Background: an optimization exercise with open tools, aiming at small area and a short achievable clock period. Do not read the settings as production practice.
Only simulation tests tie the RTL to the original design; equivalence was not proved.
Power is estimated from default activity; no workload was simulated.

[flow/flow/run.sh]
#!/bin/bash
# The standard ORFS layout, with repair_timing aiming for more setup slack than
# the design's settings allow, the restart input placed between the address
# outputs that it gates combinationally, and plain buffers on the ports.
set -uo pipefail
bash standard.sh SETUP_SLACK_MARGIN=7.5 IO_CONSTRAINTS="$PWD/flow/io.tcl" \
  BUFFER_PORTS_ARGS="-buffer_cell sky130_fd_sc_hd__buf_1" finish > run_standard.log 2>&1
[flow/design.v]
`timescale 1ns / 1ps
module riscv_core(clk,restart,imem_addr,imem_rdata,dmem_addr,dmem_wdata,dmem_we,dmem_rdata);
input clk,restart;
output [31:0]imem_addr;
input  [31:0]imem_rdata;
output [31:0]dmem_addr;
output [31:0]dmem_wdata;
output dmem_we;
input  [31:0]dmem_rdata;
localparam [3:0] K_ADD  = 4'b0000,
                 K_SUB  = 4'b0001,
                 K_SLL  = 4'b0010,
                 K_SRL  = 4'b0011,
                 K_AND  = 4'b0100,
                 K_OR   = 4'b0101,
                 K_XOR  = 4'b0110,
                 K_SLT  = 4'b0111,
                 K_BEQ  = 4'b1000,
                 K_BNE  = 4'b1001,
                 K_BLT  = 4'b1010,
                 K_BGE  = 4'b1011,
                 K_JALR = 4'b1100;
reg [31:0] pc;
reg [31:0] ir;           
reg        rst_q;        
reg [3:0]  aluop;
reg        pc_src, jt, reg_rd, reg_wr, wr_rd, pc_r, alu_dt;
reg [1:0]  mem_alu, alu_src;
reg [3:0]  op2;
reg [11:0] imm_i_r;      
reg [11:0] imm_s_r;      
reg [11:0] imm_b_r;      
reg [19:0] imm_uj_r;     
reg [31:0] rd1, rd2;
reg [31:0] alu_y;        
reg        r_en, j_en;   
reg [31:0] alu_p;        
reg        bt;
reg [31:0] rf [0:31];
reg [31:0] rf_v;
wire [6:0] opc = rst_q ? 7'd0 : ir[6:0];
wire [2:0] f3  = ir[14:12];
wire       f30 = ir[30];
wire op_r    = opc == 7'b0110011;
wire op_i    = opc == 7'b0010011;
wire op_lw   = opc == 7'b0000011;
wire op_jalr = opc == 7'b1100111;
wire op_sw   = opc == 7'b0100011;
wire op_br   = opc == 7'b1100011;
wire op_jal  = opc == 7'b1101111;
wire op_lui  = opc == 7'b0110111;
wire op_aui  = opc == 7'b0010111;
wire op_unk  = !(op_r | op_i | op_lw | op_jalr | op_sw | op_br | op_jal | op_lui | op_aui);
reg        c_hold;
reg [3:0]  n_aluop;
reg        n_pc_src, n_jt, n_reg_rd, n_reg_wr, n_wr_rd, n_pc_r, n_alu_dt;
reg [1:0]  n_mem_alu, n_alu_src;
always @* begin
  c_hold = 1'b0;
  n_aluop = K_ADD; n_pc_src = 1'b0; n_jt = 1'b0; n_reg_rd = 1'b0; n_reg_wr = 1'b0;
  n_wr_rd = 1'b0; n_pc_r = 1'b0; n_alu_dt = 1'b0; n_mem_alu = 2'd0; n_alu_src = 2'd0;
  if (op_r) begin
    n_reg_rd = 1'b1; n_reg_wr = 1'b1; n_mem_alu = 2'd3;
    case ({f30,f3})
      4'b0000: n_aluop = K_ADD;
      4'b1000: n_aluop = K_SUB;
      4'b0001: n_aluop = K_SLL;
      4'b0010: n_aluop = K_SLT;
      4'b0100: n_aluop = K_XOR;
      4'b0101: n_aluop = K_SRL;
      4'b1101: n_aluop = K_SRL;
      4'b0110: n_aluop = K_OR;
      4'b0111: n_aluop = K_AND;
      default: begin n_reg_rd = 1'b0; n_reg_wr = 1'b0; n_mem_alu = 2'd0; end
    endcase
  end
  else if (op_i) begin
    n_reg_rd = 1'b1; n_reg_wr = 1'b1; n_mem_alu = 2'd3; n_alu_src = 2'd1;
    case ({f30,f3})
      4'b0000: n_aluop = K_ADD;
      4'b0010: n_aluop = K_SLT;
      4'b0100: n_aluop = K_XOR;
      4'b0110: n_aluop = K_OR;
      4'b0111: n_aluop = K_AND;
      4'b0001: n_aluop = K_SLL;
      4'b0101: n_aluop = K_SRL;
      4'b1101: n_aluop = K_SRL;
      default: begin n_reg_rd = 1'b0; n_reg_wr = 1'b0; n_mem_alu = 2'd0; n_alu_src = 2'd0; end
    endcase
  end
  else if (op_lw) begin
    c_hold = f3 != 3'b010;
    n_reg_rd = 1'b1; n_reg_wr = 1'b1; n_pc_r = 1'b1; n_alu_src = 2'd1; n_alu_dt = 1'b1;
  end
  else if (op_jalr) begin
    c_hold = f3 != 3'b000;
    n_aluop = K_JALR; n_jt = 1'b1; n_reg_rd = 1'b1; n_reg_wr = 1'b1; n_alu_src = 2'd1;
  end
  else if (op_sw) begin
    c_hold = f3 != 3'b010;
    n_reg_rd = 1'b1; n_wr_rd = 1'b1; n_pc_r = 1'b1; n_alu_src = 2'd2;
  end
  else if (op_br) begin
    n_reg_rd = 1'b1;
    case (f3)
      3'b000: n_aluop = K_BEQ;
      3'b001: n_aluop = K_BNE;
      3'b100: n_aluop = K_BLT;
      3'b101: n_aluop = K_BGE;
      default: n_reg_rd = 1'b0;
    endcase
  end
  else if (op_jal) begin
    n_pc_src = 1'b1; n_reg_wr = 1'b1;
  end
  else if (op_lui) begin
    n_reg_wr = 1'b1; n_mem_alu = 2'd2;
  end
  else if (op_aui) begin
    n_reg_wr = 1'b1; n_mem_alu = 2'd1;
  end
end
always @(posedge clk) begin
  if (restart) begin
    aluop <= K_ADD; pc_src <= 1'b0; jt <= 1'b0; reg_rd <= 1'b0; reg_wr <= 1'b0;
    wr_rd <= 1'b0; pc_r <= 1'b0; alu_dt <= 1'b0; mem_alu <= 2'd0; alu_src <= 2'd0;
  end
  else if (!c_hold) begin
    aluop <= n_aluop; pc_src <= n_pc_src; jt <= n_jt; reg_rd <= n_reg_rd; reg_wr <= n_reg_wr;
    wr_rd <= n_wr_rd; pc_r <= n_pc_r; alu_dt <= n_alu_dt; mem_alu <= n_mem_alu; alu_src <= n_alu_src;
  end
end
wire imm_clr = op_unk | op_r;
always @(posedge clk) begin
  if (imm_clr) imm_i_r <= 12'd0;
  else if (op_lw || op_jalr || (op_i && f3 != 3'd1 && f3 != 3'd5)) imm_i_r <= ir[31:20];
  if (op_sw) imm_s_r <= {ir[31:25], ir[11:7]};
  if (imm_clr) imm_b_r <= 12'd0;
  else if (op_br) imm_b_r <= {ir[31], ir[7], ir[30:25], ir[11:8]};
  if (op_jal || op_lui || op_aui) imm_uj_r <= ir[31:12];
end
wire [31:0] imm_i = {{20{imm_i_r[11]}}, imm_i_r};
wire [31:0] imm_s = {{20{imm_s_r[11]}}, imm_s_r};
wire [31:0] imm_b = {1'b0, {19{imm_b_r[11]}}, imm_b_r[10:0], 1'b0};
wire [31:0] imm_j = {1'b0, {11{imm_uj_r[19]}}, imm_uj_r[19], imm_uj_r[7:0], imm_uj_r[9], imm_uj_r[18:10], 1'b0};
wire [31:0] imm_u = {imm_uj_r, 12'd0};
wire [31:0] A = rd1;
wire [31:0] B = alu_src[1] ? imm_s : (alu_src[0] ? imm_i : rd2);
wire        flag = op2 == K_SUB;
wire [31:0] addsub, diff;
bk_add32 u_addsub(.a(A), .b(flag ? ~B : B), .cin(flag), .s(addsub));
bk_add32 u_diff  (.a(A), .b(~B),            .cin(1'b1), .s(diff));
wire [31:0] logic_o = (op2 == K_OR) ? (A | B) : (op2 == K_XOR) ? (A ^ B) : (A & B);
wire        sh_right = op2 == K_SRL;
wire [31:0] sh_in;
wire [31:0] sh_out;
wire [31:0] sh_r = (|B[31:5]) ? 32'd0 : (sh_in >> B[4:0]);
genvar gi;
generate
  for (gi = 0; gi < 32; gi = gi + 1) begin : g_rev
    assign sh_in[gi]  = sh_right ? A[gi] : A[31-gi];
    assign sh_out[gi] = sh_right ? sh_r[gi] : sh_r[31-gi];
  end
endgenerate
wire cmp_o = (op2 == K_BNE) ? (A != B) :
             (op2 == K_BLT) ? diff[31] :
             (op2 == K_BGE) ? !diff[31] : (A == B);
wire nx_shift = aluop[3:1] == 3'b001;
wire nx_slt   = aluop == K_SLT;
wire nx_br    = aluop[3:2] == 2'b10;
wire cu_p     = (op2[3:2] == 2'b01) || (op2[3:1] == 3'b001);    
wire cu_br    = op2[3:2] == 2'b10;
wire cu_jalr  = op2 == K_JALR;
always @(posedge clk) begin
  alu_p <= nx_shift ? sh_out :
           nx_slt   ? {31'd0, diff[31]} :
           nx_br    ? {31'd0, cmp_o} : logic_o;
  alu_y <= cu_p ? alu_p : addsub;
  if (restart) begin
    op2 <= K_ADD; r_en <= 1'b0; j_en <= 1'b0; bt <= 1'b0;
  end
  else begin
    op2 <= aluop; r_en <= !cu_br && !cu_jalr; j_en <= cu_jalr; bt <= cu_br && alu_p[0];
  end
end
wire [31:0] result = r_en ? alu_y : 32'd0;
wire [31:0] jlr    = j_en ? alu_y : 32'd0;
wire [31:0] pc_inc = pc_src ? imm_j : (bt ? imm_b : 32'd1);
wire [31:0] pc_sum;
bk_add32 u_pc_sum(.a(pc), .b(pc_inc), .cin(1'b0), .s(pc_sum));
always @(posedge clk) begin
  if (restart) pc <= 32'd0;
  else         pc <= jt ? jlr : pc_sum;
  ir    <= imem_rdata;
  rst_q <= restart;
end
assign imem_addr = restart ? 32'd0 : pc;
assign dmem_addr  = pc_r ? result : imem_addr;
assign dmem_wdata = rd2;
assign dmem_we    = wr_rd;
wire [31:0] pc_usum;
bk_add32 u_pc_usum(.a(pc), .b(mem_alu[0] ? imm_u : 32'd0), .cin(!mem_alu[0]), .s(pc_usum));
wire [31:0] reg_in  = mem_alu[1] ? (mem_alu[0] ? result : imm_u) : pc_usum;
wire [31:0] wd      = alu_dt ? dmem_rdata : reg_in;
wire [4:0]  a_rd  = ir[11:7];
wire [4:0]  a_rs1 = ir[19:15];
wire [4:0]  a_rs2 = ir[24:20];
wire [31:0] dec_rd  = 32'd1 << a_rd;
wire [31:0] dec_rs1 = 32'd1 << a_rs1;
wire [31:0] dec_rs2 = 32'd1 << a_rs2;
generate
  for (gi = 0; gi < 32; gi = gi + 1) begin : g_rf
    always @(posedge clk)
      if (reg_wr && dec_rd[gi]) rf[gi] <= wd;
  end
endgenerate
always @(posedge clk)
  if (restart)     rf_v <= 32'd0;
  else if (reg_wr) rf_v <= rf_v | dec_rd;
wire [31:0] s1 = dec_rs1 & rf_v;
wire [31:0] s2 = dec_rs2 & rf_v;
wire        i1_7  = dec_rs1[1] & !rf_v[1], i1_10 = dec_rs1[2] & !rf_v[2];
wire        i2_7  = dec_rs2[1] & !rf_v[1], i2_10 = dec_rs2[2] & !rf_v[2];
reg [31:0] q1, q2;
integer k;
always @* begin
  q1 = {28'd0, i1_10, i1_7, i1_7 | i1_10, i1_7};
  q2 = {28'd0, i2_10, i2_7, i2_7 | i2_10, i2_7};
  for (k = 0; k < 32; k = k + 1) begin
    q1 = q1 | ({32{s1[k]}} & rf[k]);
    q2 = q2 | ({32{s2[k]}} & rf[k]);
  end
end
wire byp1 = reg_wr && (a_rd == a_rs1);
wire byp2 = reg_wr && (a_rd == a_rs2);
always @(posedge clk) begin
  if (restart) begin
    rd1 <= 32'd0; rd2 <= 32'd0;
  end
  else if (reg_rd) begin
    rd1 <= byp1 ? wd : q1;
    rd2 <= byp2 ? wd : q2;
  end
end
endmodule
module bk_add32(a, b, cin, s);
input  [31:0] a, b;
input         cin;
output [31:0] s;
reg [31:0] g, p, x;
reg [31:0] c;
integer l, i;
always @* begin
  x = a ^ b;
  g = a & b;
  p = x;
  g[0] = g[0] | (p[0] & cin);
  for (l = 0; l < 5; l = l + 1)
    for (i = 0; i < 32; i = i + 1)
      if (((i + 1) % (2 << l)) == 0) begin
        g[i] = g[i] | (p[i] & g[i - (1 << l)]);
        p[i] = p[i] & p[i - (1 << l)];
      end
  for (l = 3; l >= 0; l = l - 1)
    for (i = 0; i < 32; i = i + 1)
      if (((i + 1) % (2 << l)) == (1 << l) && (i + 1) > (2 << l)) begin
        g[i] = g[i] | (p[i] & g[i - (1 << l)]);
        p[i] = p[i] & p[i - (1 << l)];
      end
  c = {g[30:0], cin};
end
assign s = x ^ c;
endmodule
[flow/constraint.sdc]
create_clock -name core_clock -period 13.0 [get_ports {clk}]
set_input_delay 2.6000 -clock core_clock [delete_from_list [all_inputs] [get_ports {clk}]]
set_output_delay 2.6000 -clock core_clock [all_outputs]
set_load 0.01 [all_outputs]
[flow/config.mk]
export PLATFORM = sky130hd
export DESIGN_NAME = riscv_core
export DESIGN_NICKNAME = riscv_core
export VERILOG_FILES = /design/flow/design.v
export SDC_FILE = /design/flow/constraint.sdc
export NUM_CORES = 4
export LEC_CHECK = 0
export CAP_MARGIN = 20
export CORE_MARGIN = 2
export CORE_UTILIZATION = 45
export CTS_CLUSTER_DIAMETER = 70
export CTS_CLUSTER_SIZE = 20
export GPL_ROUTABILITY_DRIVEN = 1
export PLACE_DENSITY = 0.55
export SLEW_MARGIN = 20
export TNS_END_PERCENT = 5
[flow/standard.sh]
#!/bin/bash
# synth_recipe.tcl (not shown) runs the flow's synth.tcl, then flattens the netlist and writes it again
# the make line also repeats each setting of config.mk as NAME=value (left out here)
make -C /OpenROAD-flow-scripts/flow DESIGN_CONFIG=/design/flow/config.mk WORK_HOME=/design/flow/orfs CLKGATE_MAP_FILE= SYNTH_SCRIPT=/design/flow/synth_recipe.tcl "${@:-finish}"
[flow/flow/io.tcl]
# Keep restart next to the address outputs it gates combinationally.
set_io_pin_constraint -group -order -region right:* -pin_names {imem_addr[31] dmem_addr[31] imem_addr[30] dmem_addr[30] imem_addr[29] dmem_addr[29] imem_addr[28] dmem_addr[28] imem_addr[27] dmem_addr[27] imem_addr[26] dmem_addr[26] imem_addr[25] dmem_addr[25] imem_addr[24] dmem_addr[24] imem_addr[23] dmem_addr[23] imem_addr[22] dmem_addr[22] imem_addr[21] dmem_addr[21] imem_addr[20] dmem_addr[20] imem_addr[19] dmem_addr[19] imem_addr[18] dmem_addr[18] imem_addr[17] dmem_addr[17] imem_addr[16] dmem_addr[16] restart imem_addr[15] dmem_addr[15] imem_addr[14] dmem_addr[14] imem_addr[13] dmem_addr[13] imem_addr[12] dmem_addr[12] imem_addr[11] dmem_addr[11] imem_addr[10] dmem_addr[10] imem_addr[9] dmem_addr[9] imem_addr[8] dmem_addr[8] imem_addr[7] dmem_addr[7] imem_addr[6] dmem_addr[6] imem_addr[5] dmem_addr[5] imem_addr[4] dmem_addr[4] imem_addr[3] dmem_addr[3] imem_addr[2] dmem_addr[2] imem_addr[1] dmem_addr[1] imem_addr[0] dmem_addr[0]}
==> results.json, run 1 <==
{
  "setup_ws_ns": 7.07,
  "period_share": 0.456,
  "slew_headroom": 0.163,
  "core_region_area_sq_mm": 0.142,
  "rsz0062_at_grt": "yes",
  "reg2reg_depth": 13,
  "cts_buffer_depth": 3,
  "tns_ns": 0,
  "hold_path_end": "alu_y[29]",
  "synth_top_family_by_area": "compound AO/OA/AOI/OAI gates",
  "grt_pass1_wl_microns": 425000,
  "maxCapViolations": 0,
  "r2r-end": "rd1[13]",
  "required_ns": 10.40,
  "ant_nets": 0,
  "min_path_type": "reg -> reg",
  "min_from": "alu_p[29]",
  "worst_pin_slew_ns": 1.26,
  "h-tree-depth": 3,
  "dieArea_sq_mm": 0.146,
  "seq_area_frac_synth": 0.578,
  "syn_inst": 5408,
  "numCtsBuffers": 105,
  "p_per_area_mw_per_mm2": 116,
  "ioPinCount": 163,
  "dp_hpwl_microns": 180000,
  "area_growth_pct": 11.3,
  "remaining_drc_errors": 0,
  "clock_skew_ns": 0.0677,
  "ys_async_sr_fraction": 0,
  "cts.sinks": 1332,
  "synth_warnings": 3,
  "gp_congestion": 0.960,
  "setup.worst_path.start_class": "input pin",
  "grt_pass1_vias": 51300,
  "grt_antenna_before_repair": 19,
  "timing.setup.critical_path_class": "in -> out",
  "peakVddDrop_mv": 0.100,
  "synthFlopType": "edfxtp_1",
  "rrSetupSlack_ns": 7.51,
  "hold_buffers": 0,
  "synth_compound_area_frac": 0.185,
  "first_pass_iters": 10,
  "synthTopCellsByArea": "edfxtp_1, dfxtp_1, a22oi_1",
  "post-place-ws_ns": 5.82,
  "drt_iter0_drc": 10800,
  "synth_fp_nets": 5727,
  "critPathArrivalTime_ns": 3.33,
  "setup_viol": 0,
  "leakage_nw": 24.6,
  "place_inst": 7189,
  "yosys.area.top_type": "edfxtp_1",
  "synth-adder-area-share": 0.0541,
  "cts_tree": "yes",
  "yosysTopAreaCellShare": 0.492,
  "synth_edf_count": 1056,
  "rows": 138,
  "layoutNonFillerInstCount": 7408,
  "syn_area_sq_mm": 0.0644,
  "routed_wirelength_microns": 318000,
  "cp-end-kind": "primary output",
  "synth.mux.area_fraction": 0.0278,
  "hold_depth": 2,
  "avgSynthCellArea_sq_um": 11.9,
  "status": "complete, no violations",
  "r2r-start": "mem_alu[0]",
  "yosysMostFrequentCell": "edfxtp_1",
  "synthSimpleGateAreaFrac": 0.108,
  "clkLatencyLatePin_ns": 0.79,
  "nets": 5738,
  "die_h_microns": 382,
  "synthDistinctLibCells": 88,
  "grt_overflow": 0,
  "initial_core_util": 0.454,
  "path_max_fanout": 8,
  "vias": 55000,
  "viasPerCell": 7.43,
  "grt_start_max_net_pins": 67,
  "numPortBuffers": 162,
  "routedWlPerCell_microns": 43.0,
  "grt.total_usage": 0.420,
  "hold_viol": 0,
  "clk_pin_slew_ns": 0.07,
  "layout_min_cycle_time_ns": 5.93,
  "p_total_w": 0.00827,
  "ys_seq_elements": 1332,
  "clockRootBuffer": "clkbuf_16",
  "maxClockFrequency_ghz": 0.169,
  "yosys-top-cells-count": "edfxtp_1, a22oi_1, clkbuf_1",
  "drive_gt1_frac": 0.104,
  "synth-xor-area-share": 0.0121,
  "fp.dieW_microns": 382,
  "slew_viol_final": 0
}
[critical path: stages]
cell	delay, ns
clkbuf_16	0.15
buf_16	0.15
nor2b_4	0.11
nand2_1	0.06
o21ai_1	0.10
buf_2	0.15
[power by group]
| group | switching [W] | total, W | internal (W) |
|---|---|---|---|
| registers | 0.0000248 | 0.00459 | 0.00456 |
| clock network | 0.00183 | 0.00357 | 0.00174 |
| logic | 0.0000863 | 0.000120 | 0.0000337 |
| total | 0.00194 | 0.00827 | 0.00634 |
[layout by cell type, fill, tap and decap left out, types with 142 or more instances in the layout]
cell / n
buf_4: 172
a21oi_1: 218
dfxtp_1: 270
ha_1: 211
mux2i_1: 154
inv_1: 142
nor2_1: 341
a22oi_1: 654
nand2_1: 251
edfxtp_1: 1056
buf_1: 148
nand4_1: 227
[worst max-delay path by stage]
| stage | start | endpoint | slack [ns] | cells past startpoint |
|---|---|---|---|---|
| after global placement | restart | dmem_addr[11] | 5.86 | 5 |
| after detailed placement | restart | dmem_addr[11] | 5.82 | 5 |
| after floorplan | restart | dmem_addr[22] | 7.09 | 4 |
| final | restart | dmem_addr[13] | 7.07 | 6 |
| after CTS | restart | dmem_addr[13] | 7.06 | 6 |
| after global routing | restart | dmem_addr[13] | 7.03 | 6 |
[stage by stage]
step | util | hold WS (ns) | area (sq um)
after floorplan | - | 0.406 | 64500
after global placement | 0.477 | 0.458 | 67600
after detailed placement | 0.477 | 0.459 | 67600
after CTS | 0.505 | 0.452 | 71500
after global routing | 0.505 | 0.472 | 71600
final | 0.505 | 0.448 | 71600
[registers in the layout, indices dropped and copies added (netlist names), 20 cells and up, named ones only]
name,cells
rf_v,32
imm_uj_r,20
rd1,32
alu_p,32
rf,1024
alu_y,32
rd2,32
pc,32
ir,32
[timing repair]
action | CTS | global route
setup endpoints to repair | 65 | 72
resized for setup | 34 | 2
cloned | 5 | 2
setup buffers | 1 | 4
pin swaps | 0 | 1
[cells by family after synthesis]
group	count (synthesis)
muxes	174
DFF	1332
adders and majority gates	253
buffers and inverters	585
and+or+nand+nor	1362
AOI/OAI and AO/OA	1613
xor gates and xnor gates	89
[per-layer routing]
layer  wire (microns)  share of wire  GRT usage  vias up
met5              230        0.00072    0.00430        -
met2           134000           0.42      0.623     5170
met4            28000          0.088      0.291       24
met1           109000           0.34      0.508    26900
met3            46600           0.15      0.156     1562
li1                 -              -          -    21400
[layout make-up]
class / instances / area, sq um
multi-input cells: 3491 / 25600
diodes: 10 / 25.0
clock inverters: 66 / 875
flip-flops and latches: 1332 / 37200
clock buffers: 130 / 2820
well taps: 1890 / 2360
repair buffers: 342 / 2120
inverters: 147 / 552
fillers: 12500 / 70100
==> run 2, diff against run 1 <==
--- a/flow/flow/run.sh
+++ b/flow/flow/run.sh
@@ -5,3 +5,3 @@
 set -uo pipefail
-bash standard.sh SETUP_SLACK_MARGIN=7.5 IO_CONSTRAINTS="$PWD/flow/io.tcl" \
+bash standard.sh SETUP_SLACK_MARGIN=7.2 IO_CONSTRAINTS="$PWD/flow/io.tcl" \
   BUFFER_PORTS_ARGS="-buffer_cell sky130_fd_sc_hd__buf_1" finish > run_standard.log 2>&1
--- a/flow/config.mk
+++ b/flow/config.mk
@@ -15,2 +15 @@
 export SLEW_MARGIN = 20
-export TNS_END_PERCENT = 5
==> results.json, run 2 <==
{
  "status": "complete, no violations",
  "numPortBuffers": 162,
  "path_max_fanout": 5,
  "synthTopCellsByArea": "edfxtp_1, dfxtp_1, a22oi_1",
  "cts_buffer_depth": 3,
  "slowest_stage": "clkbuf_16",
  "area_growth_pct": 11.0,
  "hold_buffers": 0,
  "nFillCells": 12400,
  "layout_min_cycle_time_ns": 5.91,
  "p_per_area_mw_per_mm2": 113,
  "vias": 55300,
  "place_inst": 7191,
  "setup_ws_ns": 7.09,
  "clock_skew_ns": 0.0422,
  "ioPinCount": 163,
  "drt_iter0_drc": 11500,
  "worstPathCellList": "clkbuf_16 > buf_16 > buf_12 > buf_4 > nor2_4 > buf_6",
  "grt_overflow": 0,
  "maxClockFrequency_ghz": 0.169,
  "synth_edf_count": 1056,
  "h-tree-depth": 3,
  "synth_fp_nets": 5727,
  "setup.worst_path.start_class": "input pin",
  "drive_gt1_frac": 0.107,
  "cts.sinks": 1332,
  "ys_async_sr_fraction": 0,
  "fin_area_sq_mm": 0.0715,
  "rsz0062_at_grt": "yes",
  "yosys.area.top_type": "edfxtp_1",
  "dp_hpwl_microns": 184000,
  "largest_reg_flops": 1024,
  "slew_viol_final": 0,
  "peakVddDrop_mv": 0.130,
  "clkLatencyLatePin_ns": 0.79,
  "fp.dieW_microns": 382,
  "slew_headroom": 0.160,
  "nets": 5734,
  "yosysTopAreaCellShare": 0.492,
  "min_path_type": "reg -> reg",
  "die_h_microns": 382,
  "grt_start_max_net_pins": 72,
  "clk_pin_slew_ns": 0.07,
  "ys_seq_elements": 1332,
  "timing.setup.critical_path_class": "in -> out",
  "syn_inst": 5408,
  "avgSynthCellArea_sq_um": 11.9,
  "clockRootBuffer": "clkbuf_16",
  "grt_antenna_before_repair": 16,
  "mostFrequentLayoutCell": "edfxtp_1",
  "ant_nets": 0,
  "cts_tree": "yes",
  "critPathTopFamily": "buffers and inverters",
  "yosysMostFrequentCell": "edfxtp_1",
  "seq_area_frac_synth": 0.578,
  "core_region_area_sq_mm": 0.142,
  "placed_cell_area_sq_mm": 0.0677,
  "post-place-ws_ns": 5.73,
  "critPathBufInv": 5,
  "dieArea_sq_mm": 0.146,
  "grt.total_usage": 0.423,
  "crit_path_max_incr_delay_ns": 0.14,
  "numCtsBuffers": 99,
  "period_share": 0.455,
  "cp-end-kind": "primary output",
  "routedWlPerCell_microns": 43.2,
  "synth_warnings": 3,
  "hold_viol": 0,
  "leakage_nw": 24.5,
  "required_ns": 10.40,
  "worst_pin_slew_ns": 1.26,
  "grt_pass1_wl_microns": 427000,
  "gp_congestion": 0.968,
  "regMostFlops": "rf",
  "tns_ns": 0,
  "layoutNonFillerInstCount": 7396,
  "syn_area_sq_mm": 0.0644,
  "routed_wirelength_microns": 319000,
  "remaining_drc_errors": 0,
  "maxCapViolations": 0,
  "synthDistinctLibCells": 88,
  "critPathArrivalTime_ns": 3.31,
  "first_pass_iters": 13,
  "most-common-layout-cells": "edfxtp_1, a22oi_1, nor2_1",
  "setup_viol": 0,
  "initial_core_util": 0.454,
  "synthFlopType": "edfxtp_1",
  "hold-worst-slack_ns": 0.472,
  "yosys-top-cells-count": "edfxtp_1, a22oi_1, clkbuf_1",
  "grt_pass1_vias": 50900,
  "viasPerCell": 7.47,
  "rows": 138
}
## run 2: cell count changes in the layout (fill, tap and decap cells not counted), sizes merged
| cell | change |
|---|---|
| clkinvlp | +7 |
| diode | -1 |
| clkbuf | +1 |
| inv | -7 |
| buf | -10 |
| clkinv | -2 |
## run 2: through the flow
stage / total power (W) / util
CTS: 0.00807 / 0.503
finish: 0.00809 / 0.504
floorplan: 0.00473 / -
global route: 0.00824 / 0.504
global placement: 0.00479 / 0.478
detailed placement: 0.00479 / 0.478
## run 2: path summary, 6_finish.rpt
kind | end | depth (start not counted) | slack (ns) | start
hold / removal | alu_y[11] | 2 | 0.47 | alu_p[11]
hold reg to reg | alu_y[11] | 2 | 0.47 | alu_p[11]
setup reg to reg | alu_y[31] | 20 | 7.54 | alu_src[0]
setup / recovery | imem_addr[14] | 6 | 7.09 | restart
## run 2: kinds of logic after synthesis
kind of cell    after synthesis  share of synthesized area
buf+inv                     585                     0.0355
flops                      1332                      0.578
xor+xnor                     89                     0.0121
fa+ha+maj                   253                     0.0541
simple gates               1362                      0.108
compound gates             1613                      0.185
mux                         174                     0.0278
## run 2: final cells by class
type	count	area (sq um)	share of cell area
sequential	1332	37200	0.521
timing repair buffer	344	2170	0.0304
antenna	9	22.5	0.000315
tap	1890	2360	0.0331
multi-input combinational	3491	25700	0.360
clock buffer	119	2690	0.0376
clock inverter	64	726	0.0102
inverter	147	552	0.00772
## run 2: worst register-to-register path, delay by kind of cell (launching register included)
kind | cells | cell delay (ns)
compound gates | 8 | 1.68
simple gates | 2 | 0.26
fa+ha+maj | 2 | 0.87
xor+xnor | 4 | 0.70
buf+inv | 3 | 1.23
mux | 1 | 0.26
flops | 1 | 0.32
## run 2: per-layer routing
metal,share of wire,GRT usage
met3,0.15,0.148
met2,0.42,0.620
met5,0.00094,0.00430
met4,0.085,0.284
met1,0.34,0.527
## run 2: power breakdown
group | internal, W | total [W] | switching, W
registers | 0.00456 | 0.00459 | 0.0000250
clock network | 0.00164 | 0.00338 | 0.00173
logic | 0.0000329 | 0.000119 | 0.0000859
total | 0.00624 | 0.00809 | 0.00185
## run 2: repair_timing
item                       in CTS  in global routing
hold endpoints to repair        0                  0
setup buffers                   3                  2
resized for setup              14                 22
setup endpoints to repair      64                 30
gates cloned                    6                  0
==> run 3, diff against run 2 <==
--- a/flow/config.mk
+++ b/flow/config.mk
@@ -9,3 +9,3 @@
 export CORE_MARGIN = 2
-export CORE_UTILIZATION = 45
+export CORE_UTILIZATION = 52
 export CTS_CLUSTER_DIAMETER = 70
@@ -13,3 +13,4 @@
 export GPL_ROUTABILITY_DRIVEN = 1
-export PLACE_DENSITY = 0.55
+export PLACE_DENSITY = 0.62
 export SLEW_MARGIN = 20
+export TNS_END_PERCENT = 5
==> results.json, run 3 <==
{
  "syn_area_sq_mm": 0.0644,
  "grt_overflow": 0,
  "grt_antenna_before_repair": 20,
  "tns_ns": 0,
  "synth_edf_count": 1056,
  "leakage_nw": 24.1,
  "critPathArrivalTime_ns": 3.23,
  "syn_inst": 5408,
  "synth_warnings": 3,
  "period_share": 0.449,
  "cp-end-kind": "primary output",
  "regMostFlops": "rf",
  "initial_core_util": 0.522,
  "p_sw_frac": 0.219,
  "yosys-top-cells-count": "edfxtp_1, a22oi_1, clkbuf_1",
  "rsz0062_at_grt": "yes",
  "grt_pass1_wl_microns": 409000,
  "synthTopCellsByArea": "edfxtp_1, dfxtp_1, a22oi_1",
  "area_growth_pct": 9.16,
  "grt_pass1_vias": 51000,
  "timing.setup.critical_path_class": "in -> out",
  "gp_congestion": 1.01,
  "comb_power_share": 0.015,
  "core_region_area_sq_mm": 0.123,
  "clock_skew_ns": 0.0376,
  "p_total_w": 0.00768,
  "synth_fp_nets": 5727,
  "drt_iter0_drc": 12200,
  "regArea_sq_mm": 0.0372,
  "p_per_area_mw_per_mm2": 109,
  "die_h_microns": 356,
  "clkLatencyLatePin_ns": 0.73,
  "drive_gt1_frac": 0.0925,
  "layout_min_cycle_time_ns": 5.83,
  "worst_pin_slew_ns": 1.28,
  "power_frac_clock": 0.388,
  "maxClockFrequency_ghz": 0.171,
  "multi_input_area_sq_mm": 0.0256,
  "cts_buffer_depth": 3,
  "place_inst": 6928,
  "numCtsBuffers": 88,
  "nets": 5710,
  "yosysMostFrequentCell": "edfxtp_1",
  "peakVddDrop_mv": 0.107,
  "nFillCells": 10300,
  "fin_area_sq_mm": 0.0703,
  "viasPerCell": 7.82,
  "grt.total_usage": 0.467,
  "placed_cell_area_sq_mm": 0.0672,
  "routed_wirelength_microns": 305000,
  "slew_headroom": 0.144,
  "synthDistinctLibCells": 88,
  "largest_reg_flops": 1024,
  "routedWlPerCell_microns": 42.9,
  "fp.dieW_microns": 356,
  "yosys.area.top_type": "edfxtp_1",
  "ys_seq_elements": 1332,
  "slew_viol_final": 0,
  "pwr-share-seq": 0.597,
  "ant_nets": 0,
  "mostFrequentLayoutCell": "edfxtp_1",
  "internal_power_w": 0.00600,
  "seq_area_frac_synth": 0.578,
  "grt_start_max_net_pins": 67,
  "ioPinCount": 163,
  "hold_buffers": 0,
  "status": "complete, no violations",
  "path_max_fanout": 11,
  "first_pass_iters": 10,
  "layoutNonFillerInstCount": 7108,
  "remaining_drc_errors": 0,
  "rows": 129,
  "most-common-layout-cells": "edfxtp_1, a22oi_1, nor2_1",
  "slowest_stage": "o31ai_2",
  "cts.sinks": 1332,
  "yosysTopAreaCellShare": 0.492,
  "hold_viol": 0,
  "ys_async_sr_fraction": 0,
  "numPortBuffers": 162,
  "worstPathCellList": "clkbuf_16 > buf_16 > o31ai_2 > buf_2",
  "setup_viol": 0,
  "avgSynthCellArea_sq_um": 11.9,
  "min_path_type": "reg -> reg",
  "clk_pin_slew_ns": 0.08,
  "maxCapViolations": 0,
  "clockRootBuffer": "clkbuf_16",
  "vias": 55600,
  "crit_path_max_incr_delay_ns": 0.17,
  "dp_hpwl_microns": 171000,
  "synthFlopType": "edfxtp_1",
  "dieArea_sq_mm": 0.127,
  "setup.worst_path.start_class": "input pin",
  "cts_tree": "yes",
  "required_ns": 10.40,
  "h-tree-depth": 3,
  "switchingPower_w": 0.00168
}
[run 3: cell counts after synthesis]
Identical to the previous run, type by type.
[run 3: worst paths after layout]
kind                    from       endpoint  slack [ns]  depth (start not counted)
setup / recovery     restart  dmem_addr[16]        7.17                          4
hold / removal     alu_p[28]      alu_y[28]        0.48                          2
setup reg to reg  mem_alu[0]        rd1[13]        7.45                         14
hold reg to reg    alu_p[28]      alu_y[28]        0.48                          2
[run 3: repair_timing]
action	4_1_cts	5_1_grt
cloned	5	0
setup buffers	1	4
pin swaps	0	1
gates resized for setup	14	6
endpoints found under the setup margin	64	40
endpoints found under the hold margin	0	0
[run 3: cells by family (layout without fill, tap and decap cells)]
| kind of cell | Yosys count | in the layout | synth area share |
|---|---|---|---|
| xor+xnor | 89 | 89 | 0.0121 |
| simple gates | 1362 | 1362 | 0.108 |
| compound gates | 1613 | 1613 | 0.185 |
| buf+inv | 585 | 638 | 0.0355 |
| mux | 174 | 174 | 0.0278 |
| flops | 1332 | 1332 | 0.578 |
| other cells | 0 | 10 | 0 |
| fa+ha+maj | 253 | 253 | 0.0541 |
[run 3: final cells by class]
type                       count  area share
clock buffer                 119      0.0344
antenna                       10    0.000356
tap                         1637      0.0291
multi-input combinational   3491       0.364
clock inverter                41     0.00605
inverter                     147     0.00790
sequential                  1332       0.530
timing repair buffer         331      0.0285
[run 3: power by group through the flow]
stage / Combinational, W / Clock, W / Sequential [W]
floorplan: 0.0000625 / 0 / 0.00467
global placement: 0.000102 / 0 / 0.00468
detailed placement: 0.000104 / 0 / 0.00468
CTS: 0.000111 / 0.00295 / 0.00459
global route: 0.000121 / 0.00311 / 0.00459
finish: 0.000115 / 0.00298 / 0.00459
[run 3: layer usage]
metal,up-vias,share of wire,GRT usage
met3,1880,0.17,0.201
met2,5948,0.41,0.669
met5,-,0.00079,0.00340
met4,29,0.096,0.330
met1,26500,0.33,0.565
li1,21200,-,-
[run 3: critical path: cells and delay by family]
family                 cells  cell delay (ns)
AOI/OAI and AO/OA          1             0.17
buffers and inverters      3             0.46
[run 3: per-stage QoR]
stage | setup slack (ns) | hold WS, ns | utilization
after floorplan | 7.09 | 0.406 | -
after global placement | 5.99 | 0.454 | 0.545
after detailed placement | 5.95 | 0.460 | 0.545
after CTS | 7.18 | 0.477 | 0.569
after global routing | 7.13 | 0.479 | 0.570
final | 7.17 | 0.480 | 0.570
==> run 4, diff against run 3 <==
--- a/flow/flow/run.sh
+++ b/flow/flow/run.sh
@@ -5,3 +5,3 @@
 set -uo pipefail
-bash standard.sh SETUP_SLACK_MARGIN=7.2 IO_CONSTRAINTS="$PWD/flow/io.tcl" \
+bash standard.sh SETUP_SLACK_MARGIN=7.5 IO_CONSTRAINTS="$PWD/flow/io.tcl" \
   BUFFER_PORTS_ARGS="-buffer_cell sky130_fd_sc_hd__buf_1" finish > run_standard.log 2>&1
--- a/flow/config.mk
+++ b/flow/config.mk
@@ -15,2 +15 @@
 export SLEW_MARGIN = 20
-export TNS_END_PERCENT = 5
==> results.json, run 4 <==
{
  "rows": 129,
  "maxClockFrequency_ghz": 0.169,
  "path_max_fanout": 8,
  "slew_headroom": 0.159,
  "hold-worst-slack_ns": 0.457,
  "rrSetupSlack_ns": 7.80,
  "routed_wirelength_microns": 308000,
  "avgSynthCellArea_sq_um": 11.9,
  "layoutNonFillerInstCount": 7122,
  "area_growth_pct": 10.4,
  "status": "complete, no violations",
  "switchingPower_w": 0.00170,
  "setup.worst_path.start_class": "input pin",
  "clk_pin_slew_ns": 0.08,
  "comb_power_share": 0.017,
  "remaining_drc_errors": 0,
  "critPathArrivalTime_ns": 3.32,
  "largest_reg_flops": 1024,
  "slew_viol_final": 0,
  "grt_pass1_wl_microns": 412000,
  "synthDistinctLibCells": 88,
  "worst_pin_slew_ns": 1.26,
  "reg2reg_depth": 17,
  "hold_path_end": "alu_y[23]",
  "r2r-end": "alu_y[31]",
  "dieArea_sq_mm": 0.127,
  "grt_overflow": 0,
  "period_share": 0.455,
  "cp-end-kind": "primary output",
  "yosys-top-cells-count": "edfxtp_1, a22oi_1, clkbuf_1",
  "leakage_nw": 24.5,
  "gp_congestion": 0.996,
  "worstPathCellList": "clkbuf_16 > buf_16 > nor2b_4 > a21o_1 > buf_2",
  "core_region_area_sq_mm": 0.123,
  "p_sw_frac": 0.220,
  "yosysTopAreaCellShare": 0.492,
  "p_per_area_mw_per_mm2": 109,
  "peakVddDrop_mv": 0.123,
  "synth_warnings": 3,
  "internal_power_w": 0.00604,
  "timing.setup.critical_path_class": "in -> out",
  "setup_viol": 0,
  "vias": 56000,
  "clockRootBuffer": "clkbuf_16",
  "most-common-layout-cells": "edfxtp_1, a22oi_1, nor2_1",
  "cts_tree": "yes",
  "synth_edf_count": 1056,
  "ys_seq_elements": 1332,
  "first_pass_iters": 13,
  "grt_pass1_vias": 51200,
  "dp_hpwl_microns": 170000,
  "ys_async_sr_fraction": 0,
  "mostFrequentLayoutCell": "edfxtp_1",
  "hold_depth": 2,
  "clock_skew_ns": 0.0393,
  "routedWlPerCell_microns": 43.2,
  "clkLatencyLatePin_ns": 0.74,
  "tns_ns": 0,
  "drive_gt1_frac": 0.111,
  "r2r-start": "alu_src[0]",
  "ioPinCount": 163,
  "drt_iter0_drc": 13100,
  "hold_viol": 0,
  "maxCapViolations": 0,
  "die_h_microns": 356,
  "pwr-share-seq": 0.592,
  "ant_nets": 0,
  "cts.sinks": 1332,
  "synth_fp_nets": 5727,
  "fp.dieW_microns": 356,
  "cts_buffer_depth": 3,
  "seq_area_frac_synth": 0.578,
  "hold_buffers": 0,
  "critPathTopFamily": "buffers and inverters",
  "power_frac_clock": 0.391,
  "numCtsBuffers": 89,
  "critPathBufInv": 3,
  "viasPerCell": 7.86,
  "nets": 5721,
  "grt.total_usage": 0.470,
  "layout_min_cycle_time_ns": 5.92,
  "synthTopCellsByArea": "edfxtp_1, dfxtp_1, a22oi_1",
  "regMostFlops": "rf",
  "initial_core_util": 0.522,
  "place_inst": 6927,
  "required_ns": 10.40,
  "yosys.area.top_type": "edfxtp_1",
  "h-tree-depth": 3,
  "synthFlopType": "edfxtp_1",
  "numPortBuffers": 162,
  "slowest_stage": "clkbuf_16",
  "rsz0062_at_grt": "yes",
  "grt_antenna_before_repair": 20,
  "yosysMostFrequentCell": "edfxtp_1",
  "syn_inst": 5408,
  "min_from": "alu_p[23]",
  "p_total_w": 0.00774,
  "crit_path_max_incr_delay_ns": 0.16,
  "min_path_type": "reg -> reg",
  "grt_start_max_net_pins": 73,
  "syn_area_sq_mm": 0.0644
}
run 4: worst reg2reg max path: stages, from the launching register on:
cell       delay, ns
dfxtp_1         0.33
buf_6           0.30
mux2_2          0.39
mux2i_1         0.62
xnor2_1         0.14
ha_1            0.25
or4_1           0.52
nor2_1          0.11
o41a_1          0.37
a2bb2oi_1       0.32
o2bb2ai_1       0.25
o21ai_0         0.22
o41ai_1         0.45
fa_1            0.28
xor2_1          0.17
xnor2_1         0.15
xnor2_1         0.13
a21oi_1         0.08
run 4: how the worst max path moves through the flow:
stage | startpoint | endpoint | slack (ns) | depth (start not counted)
5_1_grt | restart | dmem_addr[19] | 7.07 | 5
4_1_cts | restart | dmem_addr[26] | 7.11 | 4
2_1_floorplan | restart | dmem_addr[22] | 7.09 | 4
6_report | restart | dmem_addr[19] | 7.08 | 5
3_3_place_gp | restart | dmem_addr[31] | 5.94 | 5
3_5_place_dp | restart | dmem_addr[31] | 5.86 | 5
run 4: through the flow:
step                utilization  worst slack [ns]  cell area [sq um]
CTS                       0.575              7.11              70900
floorplan                     -              7.09              64800
global placement          0.547              5.94              67400
global route              0.576              7.07              71000
detailed placement        0.547              5.86              67400
finish                    0.576              7.08              71100
run 4: per-layer routing:
| layer | global-route usage | vias to the layer above | share of wire |
|---|---|---|---|
| li1 | - | 21300 | - |
| met1 | 0.570 | 26900 | 0.33 |
| met2 | 0.661 | 6006 | 0.40 |
| met3 | 0.221 | 1819 | 0.18 |
| met4 | 0.322 | 26 | 0.094 |
| met5 | 0.00981 | - | 0.00097 |
run 4: final cells by class:
type / count / area (sq um)
flip-flops and latches: 1332 / 37300
clock buffers: 118 / 2440
diodes: 11 / 27.5
multi-input cells: 3491 / 25900
fillers: 10300 / 52200
repair buffers: 341 / 2380
well taps: 1637 / 2050
clock inverters: 45 / 492
inverters: 147 / 558
run 4: logic make-up (layout without fill, tap and decap cells):
group	count (synthesis)	count (layout)	share of synthesized area
adder cells (fa/ha/maj)	253	253	0.0541
flip-flops	1332	1332	0.578
buffers and inverters	585	651	0.0355
AND/OR/NAND/NOR	1362	1362	0.108
multiplexers	174	174	0.0278
AO/OA/AOI/OAI	1613	1613	0.185
XOR/XNOR	89	89	0.0121
other	0	11	0
run 4: power by group through the flow:
stage	Sequential, W	Combinational [W]	Clock (W)
finish	0.00459	0.000129	0.00303
global route	0.00459	0.000134	0.00317
CTS	0.00459	0.000123	0.00301
detailed placement	0.00468	0.000107	0
global placement	0.00468	0.000106	0
floorplan	0.00467	0.0000661	0
run 4: timing repair:
item | CTS | global route
setup endpoints to repair | 64 | 68
cloned | 8 | 1
resized for setup | 97 | 27
pin swaps | 4 | 1
buffers inserted | 6 | 6
==> run 5, diff against run 4 <==
--- a/flow/config.mk
+++ b/flow/config.mk
@@ -10,4 +10,4 @@
 export CORE_UTILIZATION = 52
-export CTS_CLUSTER_DIAMETER = 70
-export CTS_CLUSTER_SIZE = 20
+export CTS_CLUSTER_DIAMETER = 80
+export CTS_CLUSTER_SIZE = 24
 export GPL_ROUTABILITY_DRIVEN = 1
==> results.json, run 5 <==
{
  "status": "complete, no violations",
  "hold_viol": 0,
  "syn_area_sq_mm": 0.0644,
  "most-common-layout-cells": "edfxtp_1, a22oi_1, nor2_1",
  "ant_nets": 0,
  "initial_core_util": 0.522,
  "viasPerCell": 7.91,
  "syn_inst": 5408,
  "regMostFlops": "rf",
  "synthDistinctLibCells": 88,
  "core_region_area_sq_mm": 0.123,
  "clkLatencyLatePin_ns": 0.74,
  "yosys.area.top_type": "edfxtp_1",
  "die_h_microns": 356,
  "largest_reg_flops": 1024,
  "critPathArrivalTime_ns": 3.31,
  "min_path_type": "reg -> reg",
  "clock_skew_ns": 0.0698,
  "routedWlPerCell_microns": 43.4,
  "grt_pass1_vias": 50700,
  "period_share": 0.455,
  "routed_wirelength_microns": 307000,
  "seq_area_frac_synth": 0.578,
  "remaining_drc_errors": 0,
  "critPathCapture": "dmem_addr[19]",
  "synthTopCellsByArea": "edfxtp_1, dfxtp_1, a22oi_1",
  "first_pass_iters": 13,
  "clk_pin_slew_ns": 0.08,
  "ys_seq_elements": 1332,
  "layoutNonFillerInstCount": 7079,
  "p_sw_frac": 0.218,
  "rsz0062_at_grt": "yes",
  "critPathLaunch": "restart",
  "h-tree-depth": 3,
  "slew_viol_final": 0,
  "vias": 56000,
  "clockRootBuffer": "clkbuf_16",
  "numPortBuffers": 162,
  "comb_power_share": 0.018,
  "yosysMostFrequentCell": "edfxtp_1",
  "cts_tree": "yes",
  "dieArea_sq_mm": 0.127,
  "tns_ns": 0,
  "internal_power_w": 0.00571,
  "r2r-end": "alu_y[31]",
  "yosys-top-cells-count": "edfxtp_1, a22oi_1, clkbuf_1",
  "multi_input_area_sq_mm": 0.0259,
  "place_inst": 6927,
  "cp-end-kind": "primary output",
  "nFillCells": 10300,
  "fp.dieW_microns": 356,
  "synth_warnings": 3,
  "peakVddDrop_mv": 0.113,
  "worst_pin_slew_ns": 1.28,
  "switchingPower_w": 0.00159,
  "grt.total_usage": 0.468,
  "grt_start_max_net_pins": 73,
  "required_ns": 10.40,
  "slew_headroom": 0.145,
  "leakage_nw": 24.1,
  "dp_hpwl_microns": 170000,
  "grt_pass1_wl_microns": 410000,
  "maxCapViolations": 0,
  "cts_buffer_depth": 3,
  "pwr-share-seq": 0.628,
  "setup_viol": 0,
  "mostFrequentLayoutCell": "edfxtp_1",
  "layout_min_cycle_time_ns": 5.91,
  "rrSetupSlack_ns": 7.76,
  "nets": 5703,
  "synthFlopType": "edfxtp_1",
  "avgSynthCellArea_sq_um": 11.9,
  "setup.worst_path.start_class": "input pin",
  "grt_overflow": 0,
  "r2r-start": "alu_src[0]",
  "ys_async_sr_fraction": 0,
  "power_frac_clock": 0.354,
  "p_per_area_mw_per_mm2": 104,
  "drt_iter0_drc": 13200,
  "synth_fp_nets": 5727,
  "timing.setup.critical_path_class": "in -> out",
  "ioPinCount": 163,
  "maxClockFrequency_ghz": 0.169,
  "numCtsBuffers": 71,
  "regArea_sq_mm": 0.0373,
  "synth_edf_count": 1056,
  "gp_congestion": 0.996,
  "cts.sinks": 1332,
  "yosysTopAreaCellShare": 0.492,
  "drive_gt1_frac": 0.106,
  "reg2reg_depth": 20,
  "path_max_fanout": 8,
  "grt_antenna_before_repair": 23,
  "rows": 129,
  "area_growth_pct": 9.30
}
[run 5: cell counts after synthesis]
Identical to the previous run, type by type.
[run 5: per-layer routing]
layer | global-route usage | up-vias | share of wire
li1 | - | 21200 | -
met1 | 0.569 | 26900 | 0.33
met2 | 0.663 | 6126 | 0.40
met3 | 0.218 | 1784 | 0.18
met4 | 0.312 | 28 | 0.094
met5 | 0.00943 | - | 0.0010
[run 5: worst max-delay path: stages]
cell	delay, ns
clkbuf_16	0.16
buf_16	0.16
nor2b_4	0.12
a21o_1	0.13
buf_2	0.13
[run 5: layout make-up]
class | instances | share of cell area
flip-flops and latches | 1332 | 0.529
well taps | 1637 | 0.0291
clock buffers | 93 | 0.0275
inverters | 147 | 0.00793
diodes | 12 | 0.000427
repair buffers | 341 | 0.0338
multi-input cells | 3491 | 0.368
clock inverters | 26 | 0.00425
[run 5: how the worst min path moves through the flow]
stage                         start            to  cells after the start
after floorplan              ir[22]  imm_uj_r[10]                      0
after global placement    alu_p[12]     alu_y[12]                      2
after detailed placement  alu_p[28]     alu_y[28]                      2
after CTS                  alu_p[9]      alu_y[9]                      2
after global routing      alu_p[24]     alu_y[24]                      2
final                     alu_p[11]     alu_y[11]                      2
[run 5: kinds of logic after synthesis]
| logic type | count (synthesis) | synth area share |
|---|---|---|
| XOR/XNOR | 89 | 0.0121 |
| AO/OA/AOI/OAI | 1613 | 0.185 |
| multiplexers | 174 | 0.0278 |
| flip-flops | 1332 | 0.578 |
| AND/OR/NAND/NOR | 1362 | 0.108 |
| buffers and inverters | 585 | 0.0355 |
| adder cells (fa/ha/maj) | 253 | 0.0541 |
[run 5: through the flow]
step                setup slack, ns  utilization  hold slack [ns]  cell area [sq um]  power, W
CTS                            7.11        0.569            0.465              70200   0.00727
global route                   7.07        0.571            0.500              70400   0.00742
finish                         7.09        0.571            0.473              70400   0.00730
detailed placement             5.86        0.547            0.459              67400   0.00479
floorplan                      7.09            -            0.406              64800   0.00474
global placement               5.94        0.547            0.458              67400   0.00479
[run 5: what timing repair did]
action / 4_1_cts / 5_1_grt
hold buffers: 0 / 0
pin swaps: 4 / 1
setup endpoints to repair: 65 / 68
setup buffers: 6 / 6
cloned: 8 / 1
resized for setup: 97 / 29
[run 5: power groups by stage]
stage                     clock [W]  sequential [W]  combinational (W)
after floorplan                   0         0.00467          0.0000661
after global placement            0         0.00468           0.000106
after detailed placement          0         0.00468           0.000107
after CTS                   0.00256         0.00459           0.000122
after global routing        0.00270         0.00459           0.000133
final                       0.00258         0.00459           0.000129
==> run 6, diff against run 5 <==
--- a/flow/flow/run.sh
+++ b/flow/flow/run.sh
@@ -5,3 +5,3 @@
 set -uo pipefail
-bash standard.sh SETUP_SLACK_MARGIN=7.5 IO_CONSTRAINTS="$PWD/flow/io.tcl" \
+bash standard.sh SETUP_SLACK_MARGIN=7.2 IO_CONSTRAINTS="$PWD/flow/io.tcl" \
   BUFFER_PORTS_ARGS="-buffer_cell sky130_fd_sc_hd__buf_1" finish > run_standard.log 2>&1
--- a/flow/config.mk
+++ b/flow/config.mk
@@ -15 +15,2 @@
 export SLEW_MARGIN = 20
+export TNS_END_PERCENT = 5
==> results.json, run 6 <==
{
  "critPathBufInv": 2,
  "internal_power_w": 0.00576,
  "clock_skew_ns": 0.0410,
  "synthDistinctLibCells": 88,
  "slowest_stage": "a22o_1",
  "yosysTopAreaCellShare": 0.492,
  "cp-end-kind": "primary output",
  "synth_fp_nets": 5727,
  "status": "complete, no violations",
  "die_h_microns": 356,
  "clk_pin_slew_ns": 0.08,
  "grt_antenna_before_repair": 20,
  "ys_seq_elements": 1332,
  "most-common-layout-cells": "edfxtp_1, a22oi_1, nor2_1",
  "crit_path_max_incr_delay_ns": 0.17,
  "pwr-share-seq": 0.624,
  "fp.dieW_microns": 356,
  "ant_nets": 0,
  "critPathArrivalTime_ns": 3.24,
  "rows": 129,
  "synth_warnings": 3,
  "timing.setup.critical_path_class": "in -> out",
  "setup_viol": 0,
  "slew_viol_final": 0,
  "nets": 5691,
  "ys_async_sr_fraction": 0,
  "yosys.area.top_type": "edfxtp_1",
  "worstPathCellList": "clkbuf_16 > nor2b_1 > a22o_1 > buf_1",
  "clockRootBuffer": "clkbuf_16",
  "vias": 55700,
  "avgSynthCellArea_sq_um": 11.9,
  "drt_iter0_drc": 12600,
  "path_max_fanout": 11,
  "p_sw_frac": 0.217,
  "slew_headroom": 0.165,
  "dieArea_sq_mm": 0.127,
  "comb_power_share": 0.016,
  "worst_pin_slew_ns": 1.25,
  "dp_hpwl_microns": 171000,
  "viasPerCell": 7.88,
  "cts.sinks": 1332,
  "tns_ns": 0,
  "hold_buffers": 0,
  "rsz0062_at_grt": "yes",
  "numCtsBuffers": 72,
  "hold_viol": 0,
  "grt_overflow": 0,
  "synth_edf_count": 1056,
  "grt_pass1_wl_microns": 409000,
  "core_region_area_sq_mm": 0.123,
  "routedWlPerCell_microns": 43.1,
  "syn_area_sq_mm": 0.0644,
  "mostFrequentLayoutCell": "edfxtp_1",
  "grt_pass1_vias": 50700,
  "cts_buffer_depth": 3,
  "setup.worst_path.start_class": "input pin",
  "h-tree-depth": 3,
  "area_growth_pct": 8.31,
  "power_frac_clock": 0.360,
  "grt.total_usage": 0.467,
  "grt_start_max_net_pins": 67,
  "period_share": 0.449,
  "initial_core_util": 0.522,
  "syn_inst": 5408,
  "min_path_type": "reg -> reg",
  "clkLatencyLatePin_ns": 0.71,
  "p_total_w": 0.00735,
  "drive_gt1_frac": 0.0858,
  "synthTopCellsByArea": "edfxtp_1, dfxtp_1, a22oi_1",
  "ioPinCount": 163,
  "first_pass_iters": 14,
  "critPathTopFamily": "buffers and inverters",
  "yosysMostFrequentCell": "edfxtp_1",
  "gp_congestion": 1.01,
  "numPortBuffers": 162,
  "layout_min_cycle_time_ns": 5.84,
  "switchingPower_w": 0.00159,
  "synthFlopType": "edfxtp_1",
  "routed_wirelength_microns": 305000,
  "maxCapViolations": 0,
  "peakVddDrop_mv": 0.110,
  "regMostFlops": "rf",
  "seq_area_frac_synth": 0.578,
  "leakage_nw": 23.7,
  "yosys-top-cells-count": "edfxtp_1, a22oi_1, clkbuf_1",
  "cts_tree": "yes",
  "maxClockFrequency_ghz": 0.171,
  "p_per_area_mw_per_mm2": 105,
  "remaining_drc_errors": 0,
  "required_ns": 10.40,
  "largest_reg_flops": 1024
}
## run 6: logic make-up (layout without fill, tap and decap cells)
group / after synthesis / in the layout / synth area share
xor gates and xnor gates: 89 / 89 / 0.0121
adders and majority gates: 253 / 253 / 0.0541
other: 0 / 15 / 0
DFF: 1332 / 1332 / 0.578
muxes: 174 / 174 / 0.0278
buffers and inverters: 585 / 597 / 0.0355
AOI/OAI and AO/OA: 1613 / 1613 / 0.185
and+or+nand+nor: 1362 / 1362 / 0.108
## run 6: tightest hold or removal path: stages (launching register included)
cell and delay (ns):
dfxtp_1 0.31, nor2_1 0.09, a21oi_1 0.04
## run 6: area by class of cell
class | count | area [sq um]
Sequential cell | 1332 | 37200
Tap cell | 1637 | 2050
Clock buffer | 98 | 2010
Inverter | 147 | 556
Fill cell | 10300 | 53600
Timing Repair inverter | 1 | 5.00
Multi-Input combinational cell | 3491 | 25600
Clock inverter | 24 | 298
Antenna cell | 15 | 37.5
Timing Repair Buffer | 327 | 1970
## run 6: routing by layer
metal	vias to the layer above	wire, microns	global-route usage
li1	21200	-	-
met1	26600	101000	0.569
met2	6120	124000	0.670
met3	1818	51800	0.202
met4	23	28100	0.314
met5	-	215	0.00604
## run 6: power by group through the flow
stage,Combinational (W),Sequential (W),Clock (W)
6_report,0.000115,0.00459,0.00265
5_1_grt,0.000121,0.00459,0.00278
4_1_cts,0.000111,0.00459,0.00263
3_5_place_dp,0.000104,0.00468,0
3_3_place_gp,0.000102,0.00468,0
2_1_floorplan,0.0000625,0.00467,0
## run 6: repair_timing
action                                  4_1_cts  5_1_grt
cloned                                        5        1
hold endpoints to repair                      0        0
endpoints found under the setup margin       66       41
resized for setup                            14        4
buffers inserted                              1        0
## run 6: path summary, 6_finish.rpt
path	startpoint	end	slack [ns]	depth (start not counted)
setup / recovery	restart	dmem_addr[11]	7.16	4
hold / removal	alu_p[18]	alu_y[18]	0.48	2
setup reg to reg	mem_alu[0]	rd2[13]	7.30	14
hold reg to reg	alu_p[18]	alu_y[18]	0.48	2
## run 6: stage by stage
| step | area [sq um] | hold WS [ns] | worst slack, ns | utilization | instances |
|---|---|---|---|---|---|
| after global routing | 69700 | 0.498 | 7.09 | 0.565 | 7057 |
| after floorplan | 64500 | 0.406 | 7.09 | - | 5408 |
| final | 69700 | 0.482 | 7.16 | 0.566 | 7072 |
| after CTS | 69700 | 0.479 | 7.18 | 0.565 | 7056 |
| after detailed placement | 67200 | 0.460 | 5.95 | 0.545 | 6928 |
| after global placement | 67200 | 0.454 | 5.99 | 0.545 | 6928 |

static timing again, ports no longer ideal:
No port has a modelled driver above. Below, the same layouts with a new extraction and two added sets of constraints.
Step 1 sets driving cells, clkbuf_16 on the clock port and buf_2 on the other inputs (assumed; they add their load-dependent delay and slew).
Step 2 moves the port delays by t, midway between the first and last clock arrival at a register: inputs arrive t later, outputs are due t later. That takes back most of the time a late clock gives input paths.
a / b / c = ideal ports / drivers / drivers and shift; a / b = the first two.
| run | t, ns | setup slack, ns | worst data-port slew with drivers (ns) |
|---|---|---|---|
| run 1 | 0.834 | 7.073 / 6.919 / 6.919 | 0.19 |
| run 2 | 0.848 | 7.089 / 6.910 / 6.910 | 0.20 |
| run 3 | 0.786 | 7.168 / 7.038 / 7.038 | 0.19 |
| run 4 | 0.798 | 7.085 / 6.911 / 6.911 | 0.20 |
| run 5 | 0.779 | 7.091 / 6.913 / 6.913 | 0.21 |
| run 6 | 0.758 | 7.163 / 7.011 / 7.011 | 0.21 |
After both steps setup and hold are still met in every run listed. For run 2, which loses most, drivers alone change the setup slack by -0.179 ns; drivers and shift together by -0.179 ns.
